Context: an optimization exercise on an open-source flow, tuned for small area and a short achievable clock period. The choices shown serve that exercise and are no tape-out recipe. In this exercise RTL edits were held to simulation tests only and were not proved equivalent to the original. No driver is modelled on the clock port, so clocking that relies on it looks cheaper here than on a real chip.

==> flow/design.v, too long to show whole: its modules and the start of the top module <==
// module fir_32nd: 2021 lines
// module fir_fa: 4 lines
// module fir_ha: 4 lines
module fir_32nd (
    input clk,
    input reset,
    input signed [15:0] data_in,
    output reg signed [15:0] filtered_output
);
  // ...
==> flow/flow/run.sh <==
#!/bin/bash
# Own flow: the standard synthesis, then the standard ORFS steps with
# buf_4 port buffers, no delay cells in buffering, the reset net rebuilt
# as a balanced buffer tree after placement (flow/reset_tree.tcl), and a
# larger setup margin so timing repair works on the paths that set the
# achieved period.
set -e
H=$PWD/flow/hook.tcl
bash standard.sh synth > synth.log 2>&1
bash standard.sh SETUP_SLACK_MARGIN=11 BUFFER_PORTS_ARGS="-buffer_cell sky130_fd_sc_hd__buf_4" \
  PRE_GLOBAL_PLACE_TCL=$H PRE_RESIZE_TCL=$H POST_RESIZE_TCL=$PWD/flow/reset_tree.tcl PRE_CTS_TCL=$H PRE_GLOBAL_ROUTE_TCL=$H finish > layout.log 2>&1
==> flow/flow/hook.tcl <==
# Keep delay cells out of buffering and sizing.
set_dont_use [get_lib_cells {sky130_fd_sc_hd__clkdlybuf4s* sky130_fd_sc_hd__dlygate4sd* sky130_fd_sc_hd__dlymetal6s*}]
==> flow/flow/reset_tree.tcl <==
# Rebuild the asynchronous reset net as a balanced two-level buffer tree.
# The reset port's buffer drives the inverter that makes the active-low
# RESET_B/SET_B signal; every buffer below that inverter is removed and
# the flip-flops are re-clustered by recursive bisection of their
# locations: leaf buffers drive up to LEAF pins, mid buffers drive up to
# MID leaf buffers, and the inverter drives the mid buffers.
# (This file is sourced from inside a proc: keep state in ::rt.)
namespace eval rt {}
set ::rt::LEAF 20
set ::rt::MID 8
set ::rt::block [ord::get_db_block]
set ::rt::db [ord::get_db]

proc is_async_pin {it} {
  set n [[$it getMTerm] getName]
  return [expr {$n eq "RESET_B" || $n eq "SET_B"}]
}
proc is_buf {inst} {
  set m [[$inst getMaster] getName]
  return [expr {[string match "sky130_fd_sc_hd__buf_*" $m] || [string match "sky130_fd_sc_hd__clkbuf_*" $m]}]
}
proc out_iterm {inst} {
  foreach it [$inst getITerms] {
    if {[$it isOutputSignal]} { return $it }
  }
  return ""
}

# root: the net driven by the inverter fed from the reset port's buffer
set rport [$::rt::block findBTerm reset]
set pnet [$rport getNet]
set root ""
set inv ""
foreach it [$pnet getITerms] {
  set b [$it getInst]
  set bo [out_iterm $b]
  if {$bo eq ""} continue
  foreach it2 [[$bo getNet] getITerms] {
    if {[$it2 isInputSignal]} {
      set m [[[$it2 getInst] getMaster] getName]
      if {[string match "*inv*" $m]} { set inv [$it2 getInst]; set root [[out_iterm $inv] getNet] }
    }
  }
}
if {$root eq ""} { puts "reset_tree: root not found"; return }

# collect sinks and the buffers between the root and the sinks
set ::rt::sinks {}
set ::rt::bufs {}
set ::rt::nets {}
proc ::rt::walk {net} {
  foreach it [$net getITerms] {
    if {![$it isInputSignal]} continue
    set inst [$it getInst]
    if {[is_async_pin $it]} {
      lappend ::rt::sinks $it
    } elseif {[is_buf $inst]} {
      lappend ::rt::bufs $inst
      set o [[out_iterm $inst] getNet]
      lappend ::rt::nets $o
      ::rt::walk $o
    } else {
      puts "reset_tree: unexpected load [$inst getName]/[[$it getMTerm] getName]"
    }
  }
}
::rt::walk $root
set sinks $::rt::sinks
puts "reset_tree: [llength $sinks] sinks, removing [llength $::rt::bufs] buffers"
if {[llength $sinks] == 0} { return }
foreach it $sinks { $it disconnect }
foreach b $::rt::bufs { odb::dbInst_destroy $b }
foreach n $::rt::nets { odb::dbNet_destroy $n }

proc loc {it} {
  set bb [[$it getInst] getBBox]
  return [list [expr {([$bb xMin] + [$bb xMax]) / 2}] [expr {([$bb yMin] + [$bb yMax]) / 2}]]
}
# recursive bisection of {x y payload} items into groups of at most n
proc bisect {items n} {
  if {[llength $items] <= $n} { return [list $items] }
  set xs [lsort -integer [lmap i $items {lindex $i 0}]]
  set ys [lsort -integer [lmap i $items {lindex $i 1}]]
  set k [expr {([lindex $xs end] - [lindex $xs 0]) >= ([lindex $ys end] - [lindex $ys 0]) ? 0 : 1}]
  set s [lsort -integer -index $k $items]
  set h [expr {[llength $s] / 2}]
  return [concat [bisect [lrange $s 0 [expr {$h - 1}]] $n] [bisect [lrange $s $h end] $n]]
}
proc centroid {grp} {
  set sx 0; set sy 0
  foreach i $grp { incr sx [lindex $i 0]; incr sy [lindex $i 1] }
  set c [llength $grp]
  return [list [expr {$sx / $c}] [expr {$sy / $c}]]
}
set ::rt::cnt 0
proc add_buf {master xy innet} {
  set name "rsttree_$::rt::cnt"
  incr ::rt::cnt
  set inst [odb::dbInst_create $::rt::block [$::rt::db findMaster $master] $name]
  $inst setLocation [lindex $xy 0] [lindex $xy 1]
  $inst setPlacementStatus PLACED
  set net [odb::dbNet_create $::rt::block "${name}_o"]
  [$inst findITerm A] connect $innet
  [$inst findITerm X] connect $net
  return [list $inst $net]
}

set items [lmap it $sinks {concat [loc $it] [list $it]}]
set leaves {}
foreach grp [bisect $items $::rt::LEAF] {
  set xy [centroid $grp]
  lassign [add_buf sky130_fd_sc_hd__buf_4 $xy $root] inst net
  foreach i $grp { [lindex $i 2] connect $net }
  lappend leaves [concat $xy [list $inst]]
}
foreach grp [bisect $leaves $::rt::MID] {
  set xy [centroid $grp]
  lassign [add_buf sky130_fd_sc_hd__buf_8 $xy $root] inst net
  foreach i $grp {
    set a [[lindex $i 2] findITerm A]
    $a disconnect
    $a connect $net
  }
}
$inv swapMaster [$::rt::db findMaster sky130_fd_sc_hd__inv_8]
puts "reset_tree: built [llength $leaves] leaf buffers, $::rt::cnt buffers in all"
==> flow/standard.sh <==
#!/bin/bash
# synth_recipe.tcl (not shown) runs the flow's synth.tcl, then flattens the netlist and writes it again
# the make line also repeats each setting of config.mk as NAME=value (left out here)
make -C /OpenROAD-flow-scripts/flow DESIGN_CONFIG=/design/flow/config.mk WORK_HOME=/design/flow/orfs CLKGATE_MAP_FILE= SYNTH_SCRIPT=/design/flow/synth_recipe.tcl "${@:-finish}"
==> flow/config.mk <==
export PLATFORM = sky130hd
export DESIGN_NAME = fir_32nd
export DESIGN_NICKNAME = fir_32nd
export VERILOG_FILES = /design/flow/design.v
export SDC_FILE = /design/flow/constraint.sdc
export NUM_CORES = 4
export LEC_CHECK = 0
export CAP_MARGIN = 20
export CORE_MARGIN = 2
export CORE_UTILIZATION = 60
export CTS_CLUSTER_DIAMETER = 120
export CTS_CLUSTER_SIZE = 16
export SLEW_MARGIN = 20
export SYNTH_HIERARCHICAL = 1
export TNS_END_PERCENT = 5
==> flow/constraint.sdc <==
create_clock -name core_clock -period 15.0 [get_ports {clk}]
set_input_delay 3.0000 -clock core_clock [delete_from_list [all_inputs] [get_ports {clk}]]
set_output_delay 3.0000 -clock core_clock [all_outputs]
set_load 0.01 [all_outputs]
==> qor.csv, run 1 <==
metric,value,unit
multi_input_gates,1601,
path_cells,buf_1 > fa_2 > fa_2 > fa_1 > inv_1 > fa_1 > fa_2 > fa_2 > fa_1,
ctsResizeCount,111,
seq_cell_count,751,
io_buffer_count,33,
n_fill_cell,4803,
worstRegToRegCells,9,
cp.depth,9,
min_delay_worst_endpoint,x8[4]$_DFF_PP0_,
rsz0062_at_grt,yes,
fin_util,0.659,
antenna_cells,0,
synthArstFlopShare,0.720,
ys_top_cells_by_area,"fa_1, dfrtp_1, dfxtp_1",
synth.most_common_cell,fa_1,
drtIter0Drc,1737,
final-seq-area,18000,um^2
clk_pin_slew,80,ps
gp_congestion,0.970,
crit_path_end_kind,flop,
avgSynthCellArea,15.8,um^2
r2r_setup_slack,10870,ps
met2_length,49.0,mm
synthXorXnorAreaFrac,0.0203,
syn_area,41500,um^2
dp_slack,10550,ps
min_path_type,reg2reg,
slew_viol_final,0,
clock_latency,660,ps
critPathMaxFanout,4,
wl_met3,6.88,mm
hold_viol,0,
fin_setup_tns,0,ps
ios,34,
synth-compound-area-share,0.0417,
die_x,267,um
cp_common_cell,fa_2,
status,finished clean,
synth_fa_ha_area_frac,0.459,
synth_top_family_by_area,adder cells,
==> run 2, diff against run 1 <==
--- a/flow/design.v
+++ b/flow/design.v
@@ -320,7 +320,7 @@
   wire s136, c136;
   fir_fa us136 (c55, c57, s61, s136, c136);
   wire s137, c137;
-  fir_fa us137 (c56, c58, s62, s137, c137);
+  fir_fa us137 (c56, s62, c58, s137, c137);
   wire s138, c138;
   fir_fa us138 (s63, c59, s65, s138, c138);
   wire s139, c139;
@@ -328,7 +328,7 @@
   wire s140, c140;
   fir_fa us140 (c61, c63, s67, s140, c140);
   wire s141, c141;
-  fir_fa us141 (c62, c64, s68, s141, c141);
+  fir_fa us141 (c62, s68, c64, s141, c141);
   wire s142, c142;
   fir_fa us142 (s69, c65, s71, s142, c142);
   wire s143, c143;
@@ -336,22 +336,22 @@
   wire s144, c144;
   fir_fa us144 (c67, c69, s74, s144, c144);
   wire s145, c145;
-  fir_fa us145 (c70, s73, s75, s145, c145);
+  fir_fa us145 (s73, c70, s75, s145, c145);
   wire s146, c146;
   fir_fa us146 (s76, s21, c71, s146, c146);
   wire s147, c147;
   fir_fa us147 (c72, s79, s80, s147, c147);
   wire s148, c148;
-  fir_fa us148 (c73, c75, s82, s148, c148);
+  fir_fa us148 (c73, s82, c75, s148, c148);
   wire s149, c149;
   fir_fa us149 (c74, c76, s81, s149, c149);
   wire i150 = ~s83;
   wire s151, c151;
-  fir_fa us151 (c78, s85, i150, s151, c151);
+  fir_fa us151 (i150, c78, s85, s151, c151);
   wire s152, c152;
-  fir_fa us152 (c79, c80, s86, s152, c152);
+  fir_fa us152 (c79, c80, c23, s152, c152);
   wire s153, c153;
-  fir_fa us153 (s87, s88, c23, s153, c153);
+  fir_fa us153 (s86, s87, s88, s153, c153);
   wire s154, c154;
   fir_fa us154 (c81, c83, s89, s154, c154);
   wire s155, c155;
@@ -364,7 +364,7 @@
   fir_fa us158 (x15[14], x17[14], s95, s158, c158);
   wire i159 = ~c89;
   wire s160, c160;
-  fir_fa us160 (s94, c90, i159, s160, c160);
+  fir_fa us160 (s94, i159, c90, s160, c160);
   wire s161, c161;
   fir_fa us161 (x15[15], x15[11], x17[15], s161, c161);
   wire s162, c162;
@@ -373,7 +373,7 @@
   fir_fa us163 (c92, c93, c94, s163, c163);
   wire i164 = ~x2[12];
   wire s165, c165;
-  fir_fa us165 (s96, s97, i164, s165, c165);
+  fir_fa us165 (i164, s96, s97, s165, c165);
   wire s166, c166;
   fir_fa us166 (x0[13], x0[14], x1[13], s166, c166);
   wire s167, c167;
@@ -435,28 +435,28 @@
   wire s196, c196;
   fir_fa us196 (c113, s117, i195, s196, c196);
   wire s197, c197;
-  fir_fa us197 (s40, c115, c117, s197, c197);
+  fir_fa us197 (s40, c115, s119, s197, c197);
   wire s198, c198;
   fir_fa us198 (c116, c118, s120, s198, c198);
   wire i199 = ~s122;
   wire s200, c200;
-  fir_fa us200 (s119, s121, i199, s200, c200);
+  fir_fa us200 (c117, s121, i199, s200, c200);
   wire s201, c201;
-  fir_fa us201 (c120, s123, s46, s201, c201);
+  fir_fa us201 (s46, c120, s123, s201, c201);
   wire s202, c202;
   fir_fa us202 (c119, c121, s124, s202, c202);
   wire i203 = ~s126;
   wire s204, c204;
   fir_fa us204 (s125, c122, i203, s204, c204);
   wire s205, c205;
-  fir_fa us205 (c123, s127, s52, s205, c205);
+  fir_fa us205 (s52, c123, s127, s205, c205);
   wire s206, c206;
   fir_fa us206 (c124, s128, c126, s206, c206);
   wire i207 = ~s130;
   wire s208, c208;
   fir_fa us208 (c125, s129, i207, s208, c208);
   wire s209, c209;
-  fir_fa us209 (c127, s131, s58, s209, c209);
+  fir_fa us209 (c127, s58, s131, s209, c209);
   wire s210, c210;
   fir_fa us210 (c128, s132, c130, s210, c210);
   wire i211 = ~s134;
@@ -477,35 +477,35 @@
   wire s220, c220;
   fir_fa us220 (c137, s141, i219, s220, c220);
   wire s221, c221;
-  fir_fa us221 (c139, s78, c141, s221, c221);
+  fir_fa us221 (c139, s78, s143, s221, c221);
   wire s222, c222;
   fir_fa us222 (c140, s144, c142, s222, c222);
   wire i223 = ~s146;
   wire s224, c224;
-  fir_fa us224 (s143, s145, i223, s224, c224);
+  fir_fa us224 (c141, i223, s145, s224, c224);
   wire s225, c225;
   fir_fa us225 (s147, c143, c145, s225, c225);
   wire s226, c226;
   fir_fa us226 (s24, c144, s149, s226, c226);
   wire i227 = ~c146;
   wire s228, c228;
-  fir_fa us228 (s148, s151, i227, s228, c228);
+  fir_fa us228 (i227, s148, s151, s228, c228);
   wire s229, c229;
   fir_fa us229 (c147, s152, s153, s229, c229);
   wire s230, c230;
-  fir_fa us230 (c148, c151, s155, s230, c230);
+  fir_fa us230 (c148, s155, c151, s230, c230);
   wire s231, c231;
-  fir_fa us231 (c149, s154, s91, s231, c231);
+  fir_fa us231 (s91, c149, s154, s231, c231);
   wire s232, c232;
-  fir_fa us232 (c152, c153, s156, s232, c232);
+  fir_fa us232 (s156, c152, c153, s232, c232);
   wire s233, c233;
   fir_fa us233 (s157, s160, c155, s233, c233);
   wire s234, c234;
-  fir_fa us234 (s158, c154, c91, s234, c234);
+  fir_fa us234 (s158, c91, c154, s234, c234);
   wire s235, c235;
   fir_fa us235 (s161, s162, c156, s235, c235);
   wire s236, c236;
-  fir_fa us236 (c157, s163, s165, s236, c236);
+  fir_fa us236 (c157, s165, s163, s236, c236);
   wire i237 = ~c160;
   wire s238, c238;
   fir_fa us238 (c95, c158, i237, s238, c238);
@@ -515,7 +515,7 @@
   fir_fa us240 (s167, s168, s169, s240, c240);
   wire i241 = ~x2[13];
   wire s242, c242;
-  fir_fa us242 (c163, c165, i241, s242, c242);
+  fir_fa us242 (i241, c163, c165, s242, c242);
   wire s243, c243;
   fir_fa us243 (p12[10], c166, c167, s243, c243);
   wire s244, c244;
@@ -549,12 +549,12 @@
   wire s259, c259;
   fir_fa us259 (c178, s181, i258, s259, c259);
   wire s260, c260;
-  fir_fa us260 (c180, c182, s183, s260, c260);
+  fir_fa us260 (c180, s183, c182, s260, c260);
   wire i261 = ~s185;
   wire s262, c262;
   fir_fa us262 (c181, s184, i261, s262, c262);
   wire s263, c263;
-  fir_fa us263 (c183, c185, s186, s263, c263);
+  fir_fa us263 (c183, s186, c185, s263, c263);
   wire i264 = ~s188;
   wire s265, c265;
   fir_fa us265 (c184, s187, i264, s265, c265);
@@ -613,12 +613,12 @@
   wire s297, c297;
   fir_fa us297 (c226, s231, i296, s297, c297);
   wire s298, c298;
-  fir_fa us298 (c229, s232, c230, s298, c298);
-  wire i299 = ~s233;
+  fir_fa us298 (s232, c229, s233, s298, c298);
+  wire i299 = ~c230;
   wire s300, c300;
-  fir_fa us300 (c231, s234, i299, s300, c300);
+  fir_fa us300 (s234, c231, i299, s300, c300);
   wire s301, c301;
-  fir_fa us301 (c232, s235, s236, s301, c301);
+  fir_fa us301 (s235, c232, s236, s301, c301);
   wire i302 = ~c233;
   wire s303, c303;
   fir_fa us303 (c234, s238, i302, s303, c303);
@@ -626,19 +626,19 @@
   fir_fa us304 (s239, s240, c235, s304, c304);
   wire i305 = ~c238;
   wire s306, c306;
-  fir_fa us306 (c236, s242, i305, s306, c306);
+  fir_fa us306 (s242, c236, i305, s306, c306);
   wire s307, c307;
-  fir_fa us307 (c239, s243, s244, s307, c307);
+  fir_fa us307 (s243, c239, s244, s307, c307);
   wire i308 = ~s246;
   wire s309, c309;
-  fir_fa us309 (c240, c242, i308, s309, c309);
+  fir_fa us309 (c240, i308, c242, s309, c309);
   wire s310, c310;
   fir_fa us310 (s247, c243, c244, s310, c310);
   wire i311 = ~s248;
   wire s312, c312;
-  fir_fa us312 (s249, c246, i311, s312, c312);
+  fir_fa us312 (s249, i311, c246, s312, c312);
   wire s313, c313;
-  fir_fa us313 (c247, s250, c173, s313, c313);
+  fir_fa us313 (c247, c173, s250, s313, c313);
   wire i314 = ~c248;
   wire s315, c315;
   fir_fa us315 (s251, c249, i314, s315, c315);
@@ -655,34 +655,34 @@
   fir_fa us321 (x1[1], x3[0], x15[1], s321, c321);
   wire i322 = ~s175;
   wire s323, c323;
-  fir_fa us323 (c252, s253, i322, s323, c323);
+  fir_fa us323 (i322, c252, s253, s323, c323);
   wire i324 = ~c254;
   wire s325, c325;
-  fir_fa us325 (c253, s255, i324, s325, c325);
+  fir_fa us325 (i324, c253, s255, s325, c325);
   wire i326 = ~s257;
   wire s327, c327;
-  fir_fa us327 (c255, s259, i326, s327, c327);
+  fir_fa us327 (c255, i326, s259, s327, c327);
   wire i328 = ~c257;
   wire s329, c329;
-  fir_fa us329 (c259, s262, i328, s329, c329);
+  fir_fa us329 (i328, c259, s262, s329, c329);
   wire i330 = ~c260;
   wire s331, c331;
-  fir_fa us331 (c262, s265, i330, s331, c331);
+  fir_fa us331 (i330, c262, s265, s331, c331);
   wire i332 = ~c263;
   wire s333, c333;
-  fir_fa us333 (c265, s268, i332, s333, c333);
+  fir_fa us333 (i332, c265, s268, s333, c333);
   wire i334 = ~c266;
   wire s335, c335;
-  fir_fa us335 (c268, s271, i334, s335, c335);
+  fir_fa us335 (i334, c268, s271, s335, c335);
   wire i336 = ~c269;
   wire s337, c337;
-  fir_fa us337 (c271, s274, i336, s337, c337);
+  fir_fa us337 (i336, c271, s274, s337, c337);
   wire i338 = ~c272;
   wire s339, c339;
-  fir_fa us339 (c274, s275, i338, s339, c339);
+  fir_fa us339 (i338, c274, s275, s339, c339);
   wire i340 = ~c276;
   wire s341, c341;
-  fir_fa us341 (c275, s277, i340, s341, c341);
+  fir_fa us341 (i340, c275, s277, s341, c341);
   wire i342 = ~c279;
   wire s343, c343;
   fir_fa us343 (c277, s280, i342, s343, c343);
@@ -701,18 +701,18 @@
   wire i352 = ~c294;
   wire s353, c353;
   fir_fa us353 (c292, s295, i352, s353, c353);
-  wire i354 = ~c297;
+  wire i354 = ~s300;
   wire s355, c355;
-  fir_fa us355 (c295, s298, i354, s355, c355);
-  wire i356 = ~c300;
+  fir_fa us355 (s298, c295, i354, s355, c355);
+  wire i356 = ~s303;
   wire s357, c357;
   fir_fa us357 (s301, c298, i356, s357, c357);
   wire s358, c358;
-  fir_fa us358 (c301, s304, s306, s358, c358);
+  fir_fa us358 (s304, c301, s306, s358, c358);
   wire s359, c359;
   fir_fa us359 (s307, c304, s309, s359, c359);
   wire s360, c360;
-  fir_fa us360 (c307, s310, c309, s360, c360);
+  fir_fa us360 (s310, c307, c309, s360, c360);
   wire i361 = ~s315;
   wire s362, c362;
   fir_fa us362 (s313, c310, i361, s362, c362);
@@ -726,83 +726,83 @@
   fir_ha us366 (x1[0], x15[0], s366, c366);
   wire i367 = ~s321;
   wire s368, c368;
-  fir_fa us368 (c320, s252, i367, s368, c368);
+  fir_fa us368 (c320, i367, s252, s368, c368);
   wire i369 = ~s323;
   wire s370, c370;
   fir_fa us370 (c321, s254, i369, s370, c370);
   wire i371 = ~s256;
   wire s372, c372;
-  fir_fa us372 (c323, s325, i371, s372, c372);
+  fir_fa us372 (c323, i371, s325, s372, c372);
   wire i373 = ~c256;
   wire s374, c374;
-  fir_fa us374 (c325, s327, i373, s374, c374);
+  fir_fa us374 (i373, c325, s327, s374, c374);
   wire i375 = ~s260;
   wire s376, c376;
-  fir_fa us376 (c327, s329, i375, s376, c376);
+  fir_fa us376 (i375, c327, s329, s376, c376);
   wire i377 = ~s263;
   wire s378, c378;
-  fir_fa us378 (c329, s331, i377, s378, c378);
+  fir_fa us378 (i377, c329, s331, s378, c378);
   wire i379 = ~s266;
   wire s380, c380;
-  fir_fa us380 (c331, s333, i379, s380, c380);
+  fir_fa us380 (i379, c331, s333, s380, c380);
   wire i381 = ~s269;
   wire s382, c382;
-  fir_fa us382 (c333, s335, i381, s382, c382);
+  fir_fa us382 (i381, c333, s335, s382, c382);
   wire i383 = ~s272;
   wire s384, c384;
-  fir_fa us384 (c335, s337, i383, s384, c384);
+  fir_fa us384 (i383, c335, s337, s384, c384);
   wire i385 = ~s276;
   wire s386, c386;
-  fir_fa us386 (c337, s339, i385, s386, c386);
+  fir_fa us386 (i385, c337, s339, s386, c386);
   wire i387 = ~s279;
   wire s388, c388;
-  fir_fa us388 (c339, s341, i387, s388, c388);
+  fir_fa us388 (i387, c339, s341, s388, c388);
   wire i389 = ~s282;
   wire s390, c390;
-  fir_fa us390 (c341, s343, i389, s390, c390);
+  fir_fa us390 (i389, c341, s343, s390, c390);
   wire i391 = ~s285;
   wire s392, c392;
-  fir_fa us392 (c343, s345, i391, s392, c392);
+  fir_fa us392 (i391, c343, s345, s392, c392);
   wire i393 = ~s288;
   wire s394, c394;
-  fir_fa us394 (c345, s347, i393, s394, c394);
+  fir_fa us394 (i393, c345, s347, s394, c394);
   wire i395 = ~s291;
   wire s396, c396;
-  fir_fa us396 (c347, s349, i395, s396, c396);
+  fir_fa us396 (i395, c347, s349, s396, c396);
   wire i397 = ~s294;
   wire s398, c398;
-  fir_fa us398 (c349, s351, i397, s398, c398);
+  fir_fa us398 (i397, c349, s351, s398, c398);
   wire i399 = ~s297;
   wire s400, c400;
-  fir_fa us400 (c351, s353, i399, s400, c400);
-  wire i401 = ~s300;
+  fir_fa us400 (i399, c351, s353, s400, c400);
+  wire i401 = ~c297;
   wire s402, c402;
-  fir_fa us402 (c353, s355, i401, s402, c402);
-  wire i403 = ~s303;
+  fir_fa us402 (i401, s355, c353, s402, c402);
+  wire i403 = ~c300;
   wire s404, c404;
-  fir_fa us404 (c355, s357, i403, s404, c404);
+  fir_fa us404 (i403, s357, c355, s404, c404);
   wire i405 = ~c303;
   wire s406, c406;
-  fir_fa us406 (s358, c357, i405, s406, c406);
+  fir_fa us406 (i405, s358, c357, s406, c406);
   wire s407, c407;
   fir_fa us407 (c306, s359, c358, s407, c407);
   wire i408 = ~s312;
   wire s409, c409;
-  fir_fa us409 (c359, s360, i408, s409, c409);
+  fir_fa us409 (i408, c359, s360, s409, c409);
   wire i410 = ~c312;
   wire s411, c411;
-  fir_fa us411 (s362, c360, i410, s411, c411);
+  fir_fa us411 (i410, s362, c360, s411, c411);
   wire i412 = ~c315;
   wire s413, c413;
-  fir_fa us413 (s363, c362, i412, s413, c413);
+  fir_fa us413 (s363, i412, c362, s413, c413);
   wire i414 = ~x2[15];
   wire s415, c415;
-  fir_fa us415 (s364, c363, i414, s415, c415);
+  fir_fa us415 (i414, s364, c363, s415, c415);
   wire s416, c416;
   fir_fa us416 (c319, s365, c364, s416, c416);
   wire i417 = ~p12[16];
   wire s418, c418;
-  fir_fa us418 (p8[15], c365, i417, s418, c418);
+  fir_fa us418 (p8[15], i417, c365, s418, c418);
   wire s419, c419;
   fir_ha us419 (G6[1], G6[2], s419, c419);
   wire s420, c420;
@@ -1005,7 +1005,7 @@
   fir_fa us518 (G6[10], G7[9], G8[10], s518, c518);
   wire i519 = ~G8[2];
   wire s520, c520;
-  fir_fa us520 (s423, s424, i519, s520, c520);
+  fir_fa us520 (i519, s423, s424, s520, c520);
   wire s521, c521;
   fir_fa us521 (G15[4], G15[5], R1a[11], s521, c521);
   wire s522, c522;
@@ -1018,7 +1018,7 @@
   fir_fa us525 (G6[11], G7[10], G8[11], s525, c525);
   wire i526 = ~G8[3];
   wire s527, c527;
-  fir_fa us527 (s429, s430, i526, s527, c527);
+  fir_fa us527 (i526, s429, s430, s527, c527);
   wire s528, c528;
   fir_fa us528 (G15[5], G15[6], R1a[12], s528, c528);
   wire s529, c529;
@@ -1103,7 +1103,7 @@
   fir_fa us568 (s480, s481, s482, s568, c568);
   wire i569 = ~G8[10];
   wire s570, c570;
-  fir_fa us570 (s483, s484, i569, s570, c570);
+  fir_fa us570 (i569, s483, s484, s570, c570);
   wire s571, c571;
   fir_fa us571 (G14[15], G15[10], G15[12], s571, c571);
   wire s572, c572;
@@ -1128,7 +1128,7 @@
   fir_fa us581 (c490, s491, s492, s581, c581);
   wire i582 = ~G7[17];
   wire s583, c583;
-  fir_fa us583 (s493, s494, i582, s583, c583);
+  fir_fa us583 (i582, s493, s494, s583, c583);
   wire s584, c584;
   fir_fa us584 (G14[11], G14[13], G14[16], s584, c584);
   wire s585, c585;
@@ -1153,7 +1153,7 @@
   fir_fa us594 (R1b[22], c495, c496, s594, c594);
   wire i595 = ~G8[14];
   wire s596, c596;
-  fir_fa us596 (c497, s498, i595, s596, c596);
+  fir_fa us596 (i595, c497, s498, s596, c596);
   wire s597, c597;
   fir_fa us597 (G6[12], G6[14], G6[16], s597, c597);
   wire s598, c598;
@@ -1219,7 +1219,7 @@
   wire s628, c628;
   fir_fa us628 (s514, s515, c511, s628, c628);
   wire s629, c629;
-  fir_fa us629 (c513, s516, s517, s629, c629);
+  fir_fa us629 (s516, c513, s520, s629, c629);
   wire s630, c630;
   fir_fa us630 (G15[9], c512, s518, s630, c630);
   wire s631, c631;
@@ -1227,18 +1227,18 @@
   wire s632, c632;
   fir_fa us632 (c516, s522, c517, s632, c632);
   wire s633, c633;
-  fir_fa us633 (c520, s523, s524, s633, c633);
+  fir_fa us633 (c520, s527, s523, s633, c633);
   wire s634, c634;
   fir_fa us634 (G15[10], c518, s525, s634, c634);
   wire s635, c635;
   fir_fa us635 (c521, s528, s437, s635, c635);
   wire s636, c636;
-  fir_fa us636 (c522, c523, c524, s636, c636);
+  fir_fa us636 (c522, s529, c523, s636, c636);
   wire s637, c637;
-  fir_fa us637 (c527, s529, s530, s637, c637);
+  fir_fa us637 (c527, c524, s530, s637, c637);
   wire i638 = ~c525;
   wire s639, c639;
-  fir_fa us639 (s531, s532, i638, s639, c639);
+  fir_fa us639 (i638, s531, s532, s639, c639);
   wire s640, c640;
   fir_fa us640 (c528, s534, c529, s640, c640);
   wire s641, c641;
@@ -1246,83 +1246,83 @@
   wire s642, c642;
   fir_fa us642 (s535, s536, s537, s642, c642);
   wire s643, c643;
-  fir_fa us643 (s445, c533, s538, s643, c643);
+  fir_fa us643 (s445, s538, c533, s643, c643);
   wire s644, c644;
-  fir_fa us644 (c534, c535, c536, s644, c644);
+  fir_fa us644 (c534, s540, c535, s644, c644);
   wire s645, c645;
-  fir_fa us645 (c537, c539, s540, s645, c645);
+  fir_fa us645 (c536, c537, c539, s645, c645);
   wire s646, c646;
   fir_fa us646 (s541, s542, s543, s646, c646);
   wire s647, c647;
   fir_fa us647 (s453, c538, s544, s647, c647);
   wire s648, c648;
-  fir_fa us648 (c540, c541, c542, s648, c648);
+  fir_fa us648 (c540, s546, c541, s648, c648);
   wire s649, c649;
-  fir_fa us649 (c543, c545, s546, s649, c649);
+  fir_fa us649 (c542, c543, c545, s649, c649);
   wire s650, c650;
   fir_fa us650 (s547, s548, s549, s650, c650);
   wire s651, c651;
   fir_fa us651 (s461, c544, s550, s651, c651);
   wire s652, c652;
-  fir_fa us652 (c546, c547, c548, s652, c652);
+  fir_fa us652 (c546, s552, c547, s652, c652);
   wire s653, c653;
-  fir_fa us653 (c549, c551, s552, s653, c653);
+  fir_fa us653 (c548, c549, c551, s653, c653);
   wire s654, c654;
   fir_fa us654 (s553, s554, s555, s654, c654);
   wire s655, c655;
   fir_fa us655 (s469, c550, s556, s655, c655);
   wire s656, c656;
-  fir_fa us656 (s477, c552, c553, s656, c656);
+  fir_fa us656 (s477, c552, s558, s656, c656);
   wire s657, c657;
-  fir_fa us657 (c554, c555, c557, s657, c657);
+  fir_fa us657 (c553, c554, c555, s657, c657);
   wire s658, c658;
-  fir_fa us658 (s558, s559, s560, s658, c658);
+  fir_fa us658 (c557, s559, s560, s658, c658);
   wire i659 = ~c556;
   wire s660, c660;
-  fir_fa us660 (s561, s562, i659, s660, c660);
+  fir_fa us660 (i659, s561, s562, s660, c660);
   wire s661, c661;
-  fir_fa us661 (s564, c558, c559, s661, c661);
+  fir_fa us661 (s564, c558, s565, s661, c661);
   wire s662, c662;
-  fir_fa us662 (c560, c561, c562, s662, c662);
+  fir_fa us662 (c559, c560, s570, s662, c662);
   wire s663, c663;
-  fir_fa us663 (s565, s566, s567, s663, c663);
+  fir_fa us663 (c561, c562, s566, s663, c663);
   wire i664 = ~c478;
   wire s665, c665;
-  fir_fa us665 (s568, s570, i664, s665, c665);
+  fir_fa us665 (i664, s567, s568, s665, c665);
   wire s666, c666;
   fir_fa us666 (c564, s571, s572, s666, c666);
   wire s667, c667;
-  fir_fa us667 (c565, c566, c567, s667, c667);
+  fir_fa us667 (c565, s573, c566, s667, c667);
   wire s668, c668;
-  fir_fa us668 (c568, c570, s573, s668, c668);
+  fir_fa us668 (c567, c570, c568, s668, c668);
   wire s669, c669;
   fir_fa us669 (s574, s575, s576, s669, c669);
   wire s670, c670;
   fir_fa us670 (c571, c572, s577, s670, c670);
   wire s671, c671;
-  fir_fa us671 (s578, c573, c574, s671, c671);
+  fir_fa us671 (s578, c573, s579, s671, c671);
   wire s672, c672;
-  fir_fa us672 (c575, c576, s579, s672, c672);
+  fir_fa us672 (c574, c575, s583, s672, c672);
   wire s673, c673;
-  fir_fa us673 (s580, s581, s583, s673, c673);
+  fir_fa us673 (c576, s580, s581, s673, c673);
   wire s674, c674;
   fir_fa us674 (c577, c578, s584, s674, c674);
   wire s675, c675;
-  fir_fa us675 (s585, c579, c580, s675, c675);
+  fir_fa us675 (s585, c579, s586, s675, c675);
   wire s676, c676;
-  fir_fa us676 (c581, c583, s586, s676, c676);
+  fir_fa us676 (c580, c581, c583, s676, c676);
   wire i677 = ~G14[17];
   wire s678, c678;
-  fir_fa us678 (s587, s589, i677, s678, c678);
+  fir_fa us678 (i677, s587, s589, s678, c678);
   wire s679, c679;
   fir_fa us679 (c584, c585, s590, s679, c679);
   wire s680, c680;
   fir_fa us680 (s591, s592, s593, s680, c680);
   wire s681, c681;
-  fir_fa us681 (c586, c587, c589, s681, c681);
+  fir_fa us681 (c586, s594, c587, s681, c681);
   wire i682 = ~G14[17];
   wire s683, c683;
-  fir_fa us683 (s594, s596, i682, s683, c683);
+  fir_fa us683 (i682, s596, c589, s683, c683);
   wire s684, c684;
   fir_fa us684 (c590, c591, c592, s684, c684);
   wire s685, c685;
@@ -1331,7 +1331,7 @@
   fir_fa us686 (s599, s600, s602, s686, c686);
   wire i687 = ~G15[17];
   wire s688, c688;
-  fir_fa us688 (c594, c596, i687, s688, c688);
+  fir_fa us688 (i687, c594, c596, s688, c688);
   wire s689, c689;
   fir_fa us689 (R1a[24], R1b[24], c597, s689, c689);
   wire s690, c690;
@@ -1376,7 +1376,7 @@
   fir_fa us709 (G6[5], G7[4], G8[5], s709, c709);
   wire i710 = ~G15[4];
   wire s711, c711;
-  fir_fa us711 (s610, s611, i710, s711, c711);
+  fir_fa us711 (i710, s610, s611, s711, c711);
   wire s712, c712;
   fir_fa us712 (R1a[6], R1b[6], c610, s712, c712);
   wire s713, c713;
@@ -1391,9 +1391,9 @@
   wire s718, c718;
   fir_fa us718 (G15[6], c614, s617, s718, c718);
   wire s719, c719;
-  fir_fa us719 (c615, c618, c616, s719, c719);
+  fir_fa us719 (c615, c616, s619, s719, c719);
   wire s720, c720;
-  fir_fa us720 (s619, s620, s622, s720, c720);
+  fir_fa us720 (c618, s620, s622, s720, c720);
   wire s721, c721;
   fir_fa us721 (s507, c617, s621, s721, c721);
   wire s722, c722;
@@ -1405,12 +1405,12 @@
   wire s725, c725;
   fir_fa us725 (c623, c624, s627, s725, c725);
   wire s726, c726;
-  fir_fa us726 (s520, s628, c626, s726, c726);
+  fir_fa us726 (s517, s628, c626, s726, c726);
   wire i727 = ~s629;
   wire s728, c728;
   fir_fa us728 (c625, s630, i727, s728, c728);
   wire s729, c729;
-  fir_fa us729 (c627, s631, s527, s729, c729);
+  fir_fa us729 (c627, s631, s524, s729, c729);
   wire s730, c730;
   fir_fa us730 (c628, c629, s632, s730, c730);
   wire i731 = ~s633;
@@ -1419,94 +1419,94 @@
   wire s733, c733;
   fir_fa us733 (c631, s635, c632, s733, c733);
   wire s734, c734;
-  fir_fa us734 (c633, s636, s637, s734, c734);
+  fir_fa us734 (s636, c633, s637, s734, c734);
   wire i735 = ~s639;
   wire s736, c736;
   fir_fa us736 (c634, s533, i735, s736, c736);
   wire s737, c737;
-  fir_fa us737 (c635, s539, c636, s737, c737);
+  fir_fa us737 (c635, s539, s640, s737, c737);
   wire s738, c738;
-  fir_fa us738 (c637, c639, s640, s738, c738);
+  fir_fa us738 (c636, c637, c639, s738, c738);
   wire i739 = ~s643;
   wire s740, c740;
-  fir_fa us740 (s641, s642, i739, s740, c740);
+  fir_fa us740 (i739, s641, s642, s740, c740);
   wire s741, c741;
-  fir_fa us741 (s545, c640, c641, s741, c741);
+  fir_fa us741 (s545, c640, s644, s741, c741);
   wire s742, c742;
-  fir_fa us742 (c642, s644, s645, s742, c742);
+  fir_fa us742 (c641, c642, s645, s742, c742);
   wire i743 = ~s646;
   wire s744, c744;
   fir_fa us744 (c643, s647, i743, s744, c744);
   wire s745, c745;
-  fir_fa us745 (s551, c644, c645, s745, c745);
+  fir_fa us745 (s551, c644, s648, s745, c745);
   wire s746, c746;
-  fir_fa us746 (c646, s648, s649, s746, c746);
+  fir_fa us746 (c645, c646, s649, s746, c746);
   wire i747 = ~s650;
   wire s748, c748;
   fir_fa us748 (c647, s651, i747, s748, c748);
   wire s749, c749;
   fir_fa us749 (s557, c648, c649, s749, c749);
   wire s750, c750;
-  fir_fa us750 (c650, s652, s653, s750, c750);
+  fir_fa us750 (s652, c650, s653, s750, c750);
   wire i751 = ~s654;
   wire s752, c752;
   fir_fa us752 (c651, s655, i751, s752, c752);
   wire s753, c753;
-  fir_fa us753 (c652, c653, c654, s753, c753);
+  fir_fa us753 (s656, c652, c653, s753, c753);
   wire s754, c754;
-  fir_fa us754 (s656, s657, s658, s754, c754);
-  wire i755 = ~s660;
+  fir_fa us754 (c654, s657, s660, s754, c754);
+  wire i755 = ~s658;
   wire s756, c756;
   fir_fa us756 (s563, c655, i755, s756, c756);
   wire s757, c757;
-  fir_fa us757 (c656, c657, c658, s757, c757);
+  fir_fa us757 (c656, s661, c657, s757, c757);
   wire s758, c758;
-  fir_fa us758 (s661, s662, s663, s758, c758);
+  fir_fa us758 (c658, s662, c660, s758, c758);
   wire i759 = ~c563;
   wire s760, c760;
-  fir_fa us760 (s665, c660, i759, s760, c760);
+  fir_fa us760 (i759, s665, s663, s760, c760);
   wire s761, c761;
   fir_fa us761 (s666, c661, c662, s761, c761);
   wire s762, c762;
-  fir_fa us762 (c663, c665, s667, s762, c762);
+  fir_fa us762 (s667, c665, c663, s762, c762);
   wire i763 = ~G8[11];
   wire s764, c764;
-  fir_fa us764 (s668, s669, i763, s764, c764);
+  fir_fa us764 (i763, s668, s669, s764, c764);
   wire s765, c765;
-  fir_fa us765 (c666, s670, c667, s765, c765);
+  fir_fa us765 (c666, s670, s671, s765, c765);
   wire s766, c766;
-  fir_fa us766 (c668, c669, s671, s766, c766);
+  fir_fa us766 (c667, c668, c669, s766, c766);
   wire i767 = ~G8[12];
   wire s768, c768;
-  fir_fa us768 (s672, s673, i767, s768, c768);
+  fir_fa us768 (i767, s672, s673, s768, c768);
   wire s769, c769;
   fir_fa us769 (c670, s674, c671, s769, c769);
   wire s770, c770;
-  fir_fa us770 (c672, c673, s675, s770, c770);
+  fir_fa us770 (s675, c672, c673, s770, c770);
   wire i771 = ~s588;
   wire s772, c772;
-  fir_fa us772 (s676, s678, i771, s772, c772);
+  fir_fa us772 (i771, s676, s678, s772, c772);
   wire s773, c773;
   fir_fa us773 (c674, s679, s680, s773, c773);
   wire s774, c774;
-  fir_fa us774 (c675, c676, c678, s774, c774);
+  fir_fa us774 (c675, s681, c676, s774, c774);
   wire i775 = ~c588;
   wire s776, c776;
-  fir_fa us776 (s681, s683, i775, s776, c776);
+  fir_fa us776 (i775, s683, c678, s776, c776);
   wire s777, c777;
   fir_fa us777 (c679, c680, s684, s777, c777);
   wire s778, c778;
   fir_fa us778 (s685, s686, c681, s778, c778);
   wire i779 = ~s601;
   wire s780, c780;
-  fir_fa us780 (c683, s688, i779, s780, c780);
+  fir_fa us780 (i779, s688, c683, s780, c780);
   wire s781, c781;
-  fir_fa us781 (c602, c684, c685, s781, c781);
+  fir_fa us781 (c602, s689, c684, s781, c781);
   wire s782, c782;
-  fir_fa us782 (s689, s690, s691, s782, c782);
+  fir_fa us782 (c685, s690, s691, s782, c782);
   wire i783 = ~s692;
   wire s784, c784;
-  fir_fa us784 (c686, c688, i783, s784, c784);
+  fir_fa us784 (i783, c686, c688, s784, c784);
   wire s785, c785;
   fir_fa us785 (s693, s607, s694, s785, c785);
   wire s786, c786;
@@ -1517,7 +1517,7 @@
   wire s789, c789;
   fir_fa us789 (c693, s697, s698, s789, c789);
   wire s790, c790;
-  fir_fa us790 (c694, c695, s699, s790, c790);
+  fir_fa us790 (c694, s699, c695, s790, c790);
   wire s791, c791;
   fir_fa us791 (G6[17], G15[17], c696, s791, c791);
   wire s792, c792;
@@ -1557,7 +1557,7 @@
   wire s811, c811;
   fir_fa us811 (c706, s709, i810, s811, c811);
   wire s812, c812;
-  fir_fa us812 (c708, c711, s712, s812, c812);
+  fir_fa us812 (c708, s712, c711, s812, c812);
   wire i813 = ~s713;
   wire s814, c814;
   fir_fa us814 (c709, s715, i813, s814, c814);
@@ -1567,12 +1567,12 @@
   wire s817, c817;
   fir_fa us817 (s718, c715, i816, s817, c817);
   wire s818, c818;
-  fir_fa us818 (c716, c717, s719, s818, c818);
+  fir_fa us818 (c716, s719, c717, s818, c818);
   wire i819 = ~s720;
   wire s820, c820;
   fir_fa us820 (c718, s721, i819, s820, c820);
   wire s821, c821;
-  fir_fa us821 (c719, c720, s722, s821, c821);
+  fir_fa us821 (c719, s722, c720, s821, c821);
   wire i822 = ~s723;
   wire s823, c823;
   fir_fa us823 (c721, s724, i822, s823, c823);
@@ -1580,83 +1580,83 @@
   fir_fa us824 (c722, s725, c723, s824, c824);
   wire i825 = ~s726;
   wire s826, c826;
-  fir_fa us826 (c724, s728, i825, s826, c826);
+  fir_fa us826 (c724, i825, s728, s826, c826);
   wire s827, c827;
   fir_fa us827 (c725, s729, c726, s827, c827);
   wire i828 = ~s730;
   wire s829, c829;
-  fir_fa us829 (c728, s732, i828, s829, c829);
+  fir_fa us829 (c728, i828, s732, s829, c829);
   wire s830, c830;
-  fir_fa us830 (c729, c730, s733, s830, c830);
+  fir_fa us830 (c729, s733, c730, s830, c830);
   wire i831 = ~s734;
   wire s832, c832;
   fir_fa us832 (c732, s736, i831, s832, c832);
   wire s833, c833;
-  fir_fa us833 (c733, c734, s737, s833, c833);
+  fir_fa us833 (s737, c733, s738, s833, c833);
   wire i834 = ~c736;
   wire s835, c835;
-  fir_fa us835 (s738, s740, i834, s835, c835);
+  fir_fa us835 (c734, s740, i834, s835, c835);
   wire s836, c836;
-  fir_fa us836 (c737, c738, s741, s836, c836);
+  fir_fa us836 (c737, s741, c738, s836, c836);
   wire i837 = ~s744;
   wire s838, c838;
-  fir_fa us838 (s742, c740, i837, s838, c838);
+  fir_fa us838 (c740, s742, i837, s838, c838);
   wire s839, c839;
-  fir_fa us839 (c741, c742, s745, s839, c839);
+  fir_fa us839 (c741, s745, c742, s839, c839);
   wire i840 = ~s746;
   wire s841, c841;
   fir_fa us841 (c744, s748, i840, s841, c841);
   wire s842, c842;
-  fir_fa us842 (c745, c746, s749, s842, c842);
+  fir_fa us842 (c745, s749, c746, s842, c842);
   wire i843 = ~s750;
   wire s844, c844;
   fir_fa us844 (c748, s752, i843, s844, c844);
   wire s845, c845;
-  fir_fa us845 (c749, c750, s753, s845, c845);
+  fir_fa us845 (c749, s753, c750, s845, c845);
   wire i846 = ~s754;
   wire s847, c847;
   fir_fa us847 (c752, s756, i846, s847, c847);
   wire s848, c848;
-  fir_fa us848 (c753, c754, s757, s848, c848);
+  fir_fa us848 (c753, s757, c754, s848, c848);
   wire i849 = ~c756;
   wire s850, c850;
-  fir_fa us850 (s758, s760, i849, s850, c850);
+  fir_fa us850 (s760, s758, i849, s850, c850);
   wire s851, c851;
-  fir_fa us851 (c757, c758, s761, s851, c851);
+  fir_fa us851 (c757, s761, c760, s851, c851);
   wire s852, c852;
-  fir_fa us852 (s762, s764, c760, s852, c852);
+  fir_fa us852 (c758, s762, s764, s852, c852);
   wire s853, c853;
-  fir_fa us853 (c761, c762, c764, s853, c853);
+  fir_fa us853 (s765, c761, c762, s853, c853);
   wire s854, c854;
-  fir_fa us854 (s765, s766, s768, s854, c854);
+  fir_fa us854 (s766, c764, s768, s854, c854);
   wire s855, c855;
-  fir_fa us855 (c765, c766, c768, s855, c855);
+  fir_fa us855 (c765, s769, c766, s855, c855);
   wire s856, c856;
-  fir_fa us856 (s769, s770, s772, s856, c856);
+  fir_fa us856 (s770, c768, s772, s856, c856);
   wire s857, c857;
-  fir_fa us857 (s773, c769, c770, s857, c857);
+  fir_fa us857 (s773, c769, s774, s857, c857);
   wire s858, c858;
-  fir_fa us858 (c772, s774, s776, s858, c858);
+  fir_fa us858 (c770, s776, c772, s858, c858);
   wire s859, c859;
-  fir_fa us859 (c773, s777, c774, s859, c859);
+  fir_fa us859 (c773, s777, s778, s859, c859);
   wire s860, c860;
-  fir_fa us860 (c776, s778, s780, s860, c860);
+  fir_fa us860 (c774, s780, c776, s860, c860);
   wire s861, c861;
-  fir_fa us861 (c777, s781, s782, s861, c861);
+  fir_fa us861 (s781, c777, s782, s861, c861);
   wire s862, c862;
-  fir_fa us862 (c778, c780, s784, s862, c862);
+  fir_fa us862 (c778, s784, c780, s862, c862);
   wire s863, c863;
-  fir_fa us863 (s785, c781, c782, s863, c863);
+  fir_fa us863 (s785, c781, s786, s863, c863);
   wire i864 = ~s788;
   wire s865, c865;
-  fir_fa us865 (s786, c784, i864, s865, c865);
+  fir_fa us865 (c782, i864, c784, s865, c865);
   wire s866, c866;
-  fir_fa us866 (s789, c785, c786, s866, c866);
-  wire i867 = ~s790;
+  fir_fa us866 (s789, c785, s790, s866, c866);
+  wire i867 = ~c786;
   wire s868, c868;
   fir_fa us868 (s791, c788, i867, s868, c868);
   wire s869, c869;
-  fir_fa us869 (s792, c789, s793, s869, c869);
+  fir_fa us869 (s792, s793, c789, s869, c869);
   wire i870 = ~c790;
   wire s871, c871;
   fir_fa us871 (c791, s795, i870, s871, c871);
@@ -1672,16 +1672,16 @@
   fir_fa us876 (c798, s701, s799, s876, c876);
   wire i877 = ~c799;
   wire s878, c878;
-  fir_fa us878 (c800, s803, i877, s878, c878);
+  fir_fa us878 (c800, i877, s803, s878, c878);
   wire i879 = ~c801;
   wire s880, c880;
-  fir_fa us880 (c803, s806, i879, s880, c880);
+  fir_fa us880 (i879, c803, s806, s880, c880);
   wire i881 = ~c804;
   wire s882, c882;
-  fir_fa us882 (c806, s807, i881, s882, c882);
+  fir_fa us882 (i881, c806, s807, s882, c882);
   wire i883 = ~c808;
   wire s884, c884;
-  fir_fa us884 (c807, s809, i883, s884, c884);
+  fir_fa us884 (i883, c807, s809, s884, c884);
   wire i885 = ~c811;
   wire s886, c886;
   fir_fa us886 (c809, s812, i885, s886, c886);
@@ -1718,30 +1718,30 @@
   wire s906, c906;
   fir_fa us906 (c845, s848, s850, s906, c906);
   wire s907, c907;
-  fir_fa us907 (c848, s851, s852, s907, c907);
+  fir_fa us907 (c848, s851, c850, s907, c907);
   wire s908, c908;
-  fir_fa us908 (c851, s853, s854, s908, c908);
+  fir_fa us908 (c851, s853, c852, s908, c908);
   wire s909, c909;
-  fir_fa us909 (c853, c854, s855, s909, c909);
+  fir_fa us909 (c853, s855, c854, s909, c909);
   wire s910, c910;
-  fir_fa us910 (c855, c856, s857, s910, c910);
+  fir_fa us910 (c855, s857, c856, s910, c910);
   wire s911, c911;
-  fir_fa us911 (c857, c858, s859, s911, c911);
+  fir_fa us911 (s859, c857, c858, s911, c911);
   wire s912, c912;
-  fir_fa us912 (s861, c859, c860, s912, c912);
+  fir_fa us912 (s861, c859, s862, s912, c912);
   wire s913, c913;
-  fir_fa us913 (c861, s863, c862, s913, c913);
+  fir_fa us913 (s863, c861, s865, s913, c913);
   wire s914, c914;
-  fir_fa us914 (c863, s866, c865, s914, c914);
-  wire i915 = ~c868;
+  fir_fa us914 (s866, c863, c865, s914, c914);
+  wire i915 = ~s871;
   wire s916, c916;
   fir_fa us916 (s869, c866, i915, s916, c916);
-  wire i917 = ~c871;
+  wire i917 = ~s873;
   wire s918, c918;
-  fir_fa us918 (c869, s872, i917, s918, c918);
+  fir_fa us918 (s872, c869, i917, s918, c918);
   wire i919 = ~s874;
   wire s920, c920;
-  fir_fa us920 (c796, c872, i919, s920, c920);
+  fir_fa us920 (c796, i919, c872, s920, c920);
   wire s921, c921;
   fir_ha us921 (R1a[0], s798, s921, c921);
   wire i922 = ~s876;
@@ -1752,55 +1752,55 @@
   fir_fa us925 (s801, c876, i924, s925, c925);
   wire i926 = ~s804;
   wire s927, c927;
-  fir_fa us927 (c878, s880, i926, s927, c927);
+  fir_fa us927 (i926, c878, s880, s927, c927);
   wire i928 = ~s808;
   wire s929, c929;
-  fir_fa us929 (c880, s882, i928, s929, c929);
+  fir_fa us929 (i928, c880, s882, s929, c929);
   wire i930 = ~s811;
   wire s931, c931;
-  fir_fa us931 (c882, s884, i930, s931, c931);
+  fir_fa us931 (i930, c882, s884, s931, c931);
   wire i932 = ~s814;
   wire s933, c933;
-  fir_fa us933 (c884, s886, i932, s933, c933);
+  fir_fa us933 (i932, c884, s886, s933, c933);
   wire i934 = ~s817;
   wire s935, c935;
-  fir_fa us935 (c886, s888, i934, s935, c935);
+  fir_fa us935 (i934, c886, s888, s935, c935);
   wire i936 = ~s820;
   wire s937, c937;
-  fir_fa us937 (c888, s890, i936, s937, c937);
+  fir_fa us937 (c888, i936, s890, s937, c937);
   wire i938 = ~s823;
   wire s939, c939;
-  fir_fa us939 (c890, s892, i938, s939, c939);
+  fir_fa us939 (c890, i938, s892, s939, c939);
   wire i940 = ~s826;
   wire s941, c941;
-  fir_fa us941 (c892, s894, i940, s941, c941);
+  fir_fa us941 (i940, c892, s894, s941, c941);
   wire i942 = ~s829;
   wire s943, c943;
-  fir_fa us943 (c894, s896, i942, s943, c943);
+  fir_fa us943 (i942, c894, s896, s943, c943);
   wire i944 = ~s832;
   wire s945, c945;
-  fir_fa us945 (c896, s898, i944, s945, c945);
+  fir_fa us945 (i944, c896, s898, s945, c945);
   wire i946 = ~c832;
   wire s947, c947;
-  fir_fa us947 (c898, s899, i946, s947, c947);
+  fir_fa us947 (i946, c898, s899, s947, c947);
   wire s948, c948;
   fir_fa us948 (s838, c899, s900, s948, c948);
   wire i949 = ~s841;
   wire s950, c950;
-  fir_fa us950 (c900, s901, i949, s950, c950);
+  fir_fa us950 (i949, c900, s901, s950, c950);
   wire i951 = ~s844;
   wire s952, c952;
-  fir_fa us952 (c901, s903, i951, s952, c952);
+  fir_fa us952 (i951, c901, s903, s952, c952);
   wire i953 = ~s847;
   wire s954, c954;
-  fir_fa us954 (c903, s905, i953, s954, c954);
+  fir_fa us954 (i953, c903, s905, s954, c954);
   wire i955 = ~c847;
   wire s956, c956;
-  fir_fa us956 (c905, s906, i955, s956, c956);
+  fir_fa us956 (i955, c905, s906, s956, c956);
   wire s957, c957;
-  fir_fa us957 (c850, s907, c906, s957, c957);
+  fir_fa us957 (s852, s907, c906, s957, c957);
   wire s958, c958;
-  fir_fa us958 (c852, s908, c907, s958, c958);
+  fir_fa us958 (s854, c907, s908, s958, c958);
   wire s959, c959;
   fir_fa us959 (s856, c908, s909, s959, c959);
   wire s960, c960;
@@ -1808,21 +1808,21 @@
   wire s961, c961;
   fir_fa us961 (s860, c910, s911, s961, c961);
   wire s962, c962;
-  fir_fa us962 (s862, c911, s912, s962, c962);
+  fir_fa us962 (c860, s912, c911, s962, c962);
   wire s963, c963;
-  fir_fa us963 (s865, c912, s913, s963, c963);
+  fir_fa us963 (c862, s913, c912, s963, c963);
   wire i964 = ~s868;
   wire s965, c965;
-  fir_fa us965 (c913, s914, i964, s965, c965);
-  wire i966 = ~s871;
+  fir_fa us965 (i964, c913, s914, s965, c965);
+  wire i966 = ~c868;
   wire s967, c967;
-  fir_fa us967 (s916, c914, i966, s967, c967);
-  wire i968 = ~s873;
+  fir_fa us967 (i966, s916, c914, s967, c967);
+  wire i968 = ~c871;
   wire s969, c969;
-  fir_fa us969 (c916, s918, i968, s969, c969);
+  fir_fa us969 (i968, s918, c916, s969, c969);
   wire i970 = ~c873;
   wire s971, c971;
-  fir_fa us971 (s920, c918, i970, s971, c971);
+  fir_fa us971 (s920, i970, c918, s971, c971);
   wire i972 = ~c874;
   wire s973, c973;
   fir_ha us973 (c920, i972, s973, c973);
@@ -1894,7 +1894,7 @@
   fir_fa us1007 (R2b[15], c977, s978, s1007, c1007);
   wire i1008 = ~x1[15];
   wire s1009, c1009;
-  fir_fa us1009 (c978, s979, i1008, s1009, c1009);
+  fir_fa us1009 (i1008, c978, s979, s1009, c1009);
   wire s1010, c1010;
   fir_fa us1010 (R2b[17], s980, c979, s1010, c1010);
   wire s1011, c1011;
@@ -1917,7 +1917,7 @@
   fir_fa us1019 (R2b[26], c988, s989, s1019, c1019);
   wire i1020 = ~p6[16];
   wire s1021, c1021;
-  fir_fa us1021 (c989, s990, i1020, s1021, c1021);
+  fir_fa us1021 (i1020, c989, s990, s1021, c1021);
   wire s1022, c1022;
   fir_fa us1022 (R2a[28], R2b[28], c990, s1022, c1022);
   wire s1023, c1023;
==> flow/flow/run.sh (replaced) <==
#!/bin/bash
# Own flow: the standard synthesis, then the standard ORFS steps with
# buf_4 port buffers, no delay cells in buffering, the reset net rebuilt
# as a balanced buffer tree after placement (flow/reset_tree.tcl), and a
# larger setup margin so timing repair works on the paths that set the
# achieved period. CTS_ARGS picks smaller leaf clock buffers.
set -e
H=$PWD/flow/hook.tcl
bash standard.sh synth > synth.log 2>&1
bash standard.sh SETUP_SLACK_MARGIN=11 BUFFER_PORTS_ARGS="-buffer_cell sky130_fd_sc_hd__buf_4" \
  PRE_GLOBAL_PLACE_TCL=$H PRE_RESIZE_TCL=$H POST_RESIZE_TCL=$PWD/flow/reset_tree.tcl PRE_CTS_TCL=$H PRE_GLOBAL_ROUTE_TCL=$H \
  CTS_ARGS="-sink_clustering_enable -repair_clock_nets -sink_clustering_size 16 -sink_clustering_max_diameter 120 -dont_use_dummy_load" finish > layout.log 2>&1
==> qor.csv, run 2 <==
metric,value,unit,change
status,finished clean,,unchanged
design.die.area,71300,um^2,unchanged
fmax,243,MHz,was 242 MHz
die_y,267,um,unchanged
drtIter0Drc,1692,,was 1737
multi_input_area,22800,um^2,was 22700 um^2
grtUsageMet2,0.497,,about the same
critPathMaxFanout,1,,was 4
ys_seq_area_frac,0.428,,unchanged
path_buf_inv,1,,was 2
fin_setup_tns,0,ps,unchanged
postPlaceCellArea,43100,um^2,about the same
path_cells,buf_4,,was buf_1 > fa_2 > fa_2 > fa_1 > inv_1 > fa_1 > fa_2 > fa_2 > fa_1
fin_crit,4110,ps,was 4130 ps
cts_made_buffers,52,,was 53
critical_path_class,reg2out,,was reg2reg
ys_warn_count,7,,unchanged
critical_path.max_stage_delay,380,ps,was 550 ps
drt-wirelength-per-cell,29.3,um,was 28.1 um
die_x,267,um,unchanged
slew_viol_final,0,,unchanged
clock-sinks,751,,unchanged
crit_path_end_kind,output pin,,was flop
syn_area,41500,um^2,unchanged
dpl.hpwl,89.2,mm,was 87.2 mm
io_buffer_count,33,,unchanged
min_path_type,reg2reg,,unchanged
setup_violations,0,,unchanged
initial_core_util,0.606,,unchanged
syn-num-nets,3680,,unchanged
synthDistinctLibCells,64,,unchanged
postSynthCellCount,2630,,unchanged
grt_use_met1,0.459,,was 0.461
clk_pin_slew,70,ps,was 80 ps
via_per_inst,5.74,,was 5.70
fin_crit_sh,0.274,,was 0.276
grt_pass1_vias,24200,,was 24.5k
largestRegisters,"R2a x31, R2b x31",,unchanged
drc_errors,0,,unchanged
cpLargestDelayFamily,flip-flops,,was adder cells
ys_top_cells_by_area,"fa_1, dfrtp_1, dfxtp_1",,unchanged
drt_wl_total,107,mm,was 104 mm
via_count,21000,,was 21.1k
yosysTopAreaCell,fa_1,,unchanged
synthArstFlopShare,0.720,,unchanged
critPathArrivalTime,1110,ps,was 4640 ps
first_pass_iters,7,,was 6
ys.flop_type,dfrtp_1,,unchanged
grt_use_met3,0.0755,,was 0.0583
synth-edff-count,0,,unchanged
ant_nets,0,,unchanged
core,68500,um^2,unchanged
synth_top_cell_area_share,0.393,,unchanged
clock_skew,50.4,ps,was 52.1 ps
ios,34,,unchanged
grt_max_degree,18,,unchanged
syn_to_final_growth,8.25,%,was 8.77%
required,12000,ps,was 15510 ps
crit_slowest_cell,dfrtp_1,,was fa_2
mostFrequentLayoutCells,"fa_1, dfrtp_1, inv_1, ha_1, dfxtp_1",,unchanged
startpoint_type,flop,,unchanged
avgSynthCellArea,15.8,um^2,unchanged
gp_congestion,0.941,,was 0.970
clock_latency,630,ps,was 660 ps
rsz0062_at_grt,yes,,unchanged
nets,3830,,was 3827
design_area,44900,um^2,was 45100 um^2
final_common_cell,fa_1,,unchanged
worst_pin_slew,665,ps,was 660 ps
max_slew_margin,0.554,,was 0.556
antenna_found_initial,5,,was 3
n_fill_cell,4830,,was 4803
grtUsageTotal,0.322,,was 0.316
final-seq-area,18000,um^2,about the same
synth_seq_cells,751,,unchanged
busiest_layer,met2,,unchanged
hold_viol,0,,unchanged
grt_pass1_wl,159,mm,was 158 mm
synth.most_common_cell,fa_1,,unchanged
cts_tree,built,,unchanged
grt_overflow,0,,unchanged
drv_cap,0,,unchanged
fp-row-count,96,,unchanged
synth_common_cells,"fa_1, dfrtp_1, inv_1, ha_1, dfxtp_1",,unchanged
layout-drive-gt1-share,0.0950,,was 0.0985
==> run 2: final timing paths <==
path                                               startpoint                   to  slack [ps]  depth (start not counted)
min in group asynchronous                               reset    x17[12]$_DFF_PP0_        2690                          4
worst min register to register               x13[9]$_DFF_PP0_     x14[9]$_DFF_PP0_         340                          0
max in group asynchronous                               reset    p10[13]$_DFF_PP0_       11940                          4
worst max-delay path            filtered_output[14]$_DFF_PP0_  filtered_output[14]       10890                          1
worst min-delay path                         x13[9]$_DFF_PP0_     x14[9]$_DFF_PP0_         340                          0
worst max register to register               x1[12]$_DFF_PP0_      R1b[13]$_DFF_P_       10900                         11
==> run 2: per-layer routing <==
metal | vias up | routed length [um]
li1 | 8650 | -
met1 | 11400 | 46100
met2 | 738 | 49300
met3 | 184 | 7700
met4 | 2 | 4200
met5 | - | 13
==> run 2: Yosys stat by module (local to each module, per instance) <==
module | cell area [um^2] | flops+latches | cells inside
fir_ha | 12.5 | 0 | 1
fir_fa | 20.0 | 0 | 1
fir_32nd | 24900 | 751 | 1778
==> run 2: repair_timing <==
item / 4_1_cts / 5_1_grt
setup endpoints to repair: 82 / 72
setup buffers: 8 / 24
resized for setup: 129 / 28
hold buffers: 0 / 0
pin swaps: 7 / 4
endpoints found under the hold margin: 0 / 0
==> run 2: metrics by stage <==
| step | utilization | hold WS, ps | std cells | setup WS (ps) |
|---|---|---|---|---|
| 2_1_floorplan | - | 331 | 2630 | 4640 |
| 3_3_place_gp | 0.626 | 332 | 3546 | 9490 |
| 3_5_place_dp | 0.630 | 335 | 3576 | 10620 |
| 4_1_cts | 0.653 | 341 | 3636 | 10870 |
| 5_1_grt | 0.656 | 347 | 3660 | 10810 |
| 6_report | 0.656 | 338 | 3661 | 10890 |
==> run 2: logic make-up (layout without fill, tap and decap cells) <==
| logic type | Yosys count | count (layout) | share of synthesized area |
|---|---|---|---|
| AO/OA/AOI/OAI | 251 | 251 | 0.0417 |
| flip-flops | 751 | 751 | 0.428 |
| multiplexers | 3 | 3 | 0.000724 |
| XOR/XNOR | 96 | 96 | 0.0203 |
| adder cells (fa/ha/maj) | 1032 | 1032 | 0.459 |
| AND/OR/NAND/NOR | 218 | 218 | 0.0258 |
| buffers and inverters | 278 | 426 | 0.0252 |
| other | 1 | 2 | 0.0000904 |
==> run 2: area by class of cell, without the clock buffers <==
cell class                 instances  area share
inverter                         272      0.0229
tap                              882      0.0246
buffer                            36     0.00669
timing repair buffer              66     0.00986
sequential                       751       0.400
multi-input combinational       1601       0.507
antenna                            1   0.0000557
==> run 3, diff against run 2 <==
--- a/flow/flow/run.sh
+++ b/flow/flow/run.sh
@@ -9,4 +9,4 @@
 bash standard.sh synth > synth.log 2>&1
 bash standard.sh SETUP_SLACK_MARGIN=11 BUFFER_PORTS_ARGS="-buffer_cell sky130_fd_sc_hd__buf_4" \
   PRE_GLOBAL_PLACE_TCL=$H PRE_RESIZE_TCL=$H POST_RESIZE_TCL=$PWD/flow/reset_tree.tcl PRE_CTS_TCL=$H PRE_GLOBAL_ROUTE_TCL=$H \
-  CTS_ARGS="-sink_clustering_enable -repair_clock_nets -sink_clustering_size 16 -sink_clustering_max_diameter 120 -dont_use_dummy_load" finish > layout.log 2>&1
+  CTS_ARGS="-sink_clustering_enable -repair_clock_nets -sink_clustering_size 12 -sink_clustering_max_diameter 100 -sink_clustering_buffer sky130_fd_sc_hd__clkbuf_8 -root_buf sky130_fd_sc_hd__clkbuf_16 -buf_list sky130_fd_sc_hd__clkbuf_16 -dont_use_dummy_load" finish > layout.log 2>&1
--- a/flow/config.mk
+++ b/flow/config.mk
@@ -7,7 +7,7 @@
 export LEC_CHECK = 0
 export CAP_MARGIN = 20
 export CORE_MARGIN = 2
-export CORE_UTILIZATION = 60
+export CORE_UTILIZATION = 70
 export CTS_CLUSTER_DIAMETER = 120
 export CTS_CLUSTER_SIZE = 16
 export SLEW_MARGIN = 20
==> qor.csv, run 3 <==
metric,value,unit,change
n_fill_cell,3422,,was 4830
path_buf_inv,0,,was 1
path_cells,fa_1 > fa_1 > fa_1 > fa_2 > fa_2 > fa_1 > fa_1,,was buf_4
design.die.area,61200,um^2,was 71300 um^2
fin_crit,4090,ps,was 4110 ps
crit_path_end_kind,flop,,was output pin
ys_warn_count,7,,unchanged
clk_pin_slew,80,ps,was 70 ps
grt_max_degree,18,,unchanged
setup_violations,0,,unchanged
dpl.hpwl,85.7,mm,was 89.2 mm
grt_overflow,0,,unchanged
fmax,244,MHz,was 243 MHz
critical_path_class,reg2reg,,was reg2out
grt_pass1_wl,157,mm,was 159 mm
critPathArrivalTime,4540,ps,was 1110 ps
dp_slack,10610,ps,was 10620 ps
core,58800,um^2,was 68500 um^2
die_x,247,um,was 267 um
layout-drive-gt1-share,0.107,,was 0.0950
initial_core_util,0.706,,was 0.606
setup_slack,10910,ps,was 10890 ps
cp_common_cell,fa_1,,
mostFrequentLayoutCells,"fa_1, dfrtp_1, inv_1, ha_1, dfxtp_1",,unchanged
syn_area,41500,um^2,unchanged
fin_util,0.758,,was 0.656
final_common_cell,fa_1,,unchanged
ys_top_cells_by_area,"fa_1, dfrtp_1, dfxtp_1",,unchanged
grtUsageTotal,0.368,,was 0.322
drtIter0Drc,1886,,was 1692
ant_nets,0,,unchanged
drt_wl_total,104,mm,was 107 mm
whs,314,ps,was 338 ps
startpoint_type,flop,,unchanged
via_count,21700,,was 21.0k
die_y,247,um,was 267 um
critPathMaxFanout,6,,was 1
first_pass_iters,7,,unchanged
drv_cap,0,,unchanged
syn_to_final_growth,7.43,%,was 8.25%
synthArstFlopShare,0.720,,unchanged
fp-row-count,89,,was 96
rsz0062_at_grt,yes,,unchanged
ys_seq_area_frac,0.428,,unchanged
status,finished clean,,unchanged
io_buffer_count,33,,unchanged
fin_crit_sh,0.273,,was 0.274
slew_viol_final,0,,unchanged
## run 3: cell types whose count changed in the layout (fill, tap and decap cells not counted), moves of 4 or more
cell | before | now
fa_1 | 806 | 802
buf_1 | 19 | 10
clkbuf_16 | 52 | 9
fa_2 | 8 | 12
dfxtp_2 | 37 | 43
dfrtp_2 | 7 | 16
clkbuf_8 | 0 | 64
dfxtp_4 | 38 | 29
dfrtp_1 | 525 | 517
## run 3: repair_timing
action                                  4_1_cts  5_1_grt
pin swaps                                     0       10
gates cloned                                  0        0
buffers inserted                              5       17
endpoints found under the hold margin         0        0
gates resized for setup                      98       67
endpoints found under the setup margin       80       75
## run 3: final timing paths
kind,startpoint,to,slack [ps],cells after the start
setup / recovery,G6[6]$_DFF_P_,R2b[18]$_DFF_P_,10910,7
hold reg to reg,x5[5]$_DFF_PP0_,x6[5]$_DFF_PP0_,310,0
hold / removal,x5[5]$_DFF_PP0_,x6[5]$_DFF_PP0_,310,0
min in group asynchronous,reset,x2[7]$_DFF_PP0_,2720,4
setup reg to reg,G6[6]$_DFF_P_,R2b[18]$_DFF_P_,10910,7
max in group asynchronous,reset,filtered_output[1]$_DFF_PP0_,11930,4
## run 3: kinds of logic after synthesis
| logic type | synth area share |
|---|---|
| fa+ha+maj | 0.459 |
| flops | 0.428 |
| buf+inv | 0.0252 |
| compound gates | 0.0417 |
| simple gates | 0.0258 |
| xor+xnor | 0.0203 |
| mux | 0.000724 |
| other cells | 0.0000904 |
## run 3: stage by stage
stage               cell area, um^2  instances
detailed placement            43000       3466
finish                        44600       3564
floorplan                     41500       2630
global route                  44600       3562
CTS                           44300       3544
global placement              42700       3437
## run 3: per-layer routing
metal,share of wire,vias up,track usage
li1,-,8651,-
met1,0.40,11800,0.535
met2,0.47,987,0.565
met3,0.091,220,0.0861
met4,0.037,0,0.127
met5,0,-,0
## run 3: final cells by class, without the clock buffers
class | count | share of cell area
tap | 773 | 0.0217
multi-input combinational | 1601 | 0.512
inverter | 272 | 0.0231
timing repair buffer | 55 | 0.00884
buffer | 36 | 0.00674
antenna | 3 | 0.000168
sequential | 751 | 0.403
## run 3: modules after synthesis, one instance, submodules excluded
module,flops+latches,area [um^2],copies in the design,cells
fir_fa,0,20.0,791,1
fir_32nd,751,24900,1,1778
fir_ha,0,12.5,61,1
## run 3: worst reg2reg max path: stages (launching register included)
cell	delay (ps)
dfxtp_4	420
fa_1	470
fa_1	620
fa_1	470
fa_2	560
fa_2	490
fa_1	540
fa_1	400

[port drivers added, routing unchanged]
The flow's constraints put no driver on any port. The routed layouts listed below were extracted and timed again, unchanged, in two steps.
Step 1 assumes that a clkbuf_16 drives the clock port and a buf_2 every other input.
Step 2 adds t to the input delays and takes it off the output delays; t is the mean of the earliest and latest rising clock arrival at the registers after step 1. Input paths then give back, and output paths get back, about the clock's delay inside the block.
a / b / c = no drivers / after step 1 / after step 2; a / b = the first two.
| run | t, ns | setup WS [ns] | worst slew at a driven data input, ns | cell pins on the clock port's net |
|---|---|---|---|---|
| run 1 | 0.695 | 10.868 / 10.818 / 10.868 | 0.04 | 1 |
| run 2 | 0.669 | 10.890 / 10.823 / 10.902 | 0.03 | 1 |
| run 3 | 0.623 | 10.906 / 10.858 / 10.906 | 0.04 | 1 |
After both steps setup and hold are still met in every run listed.
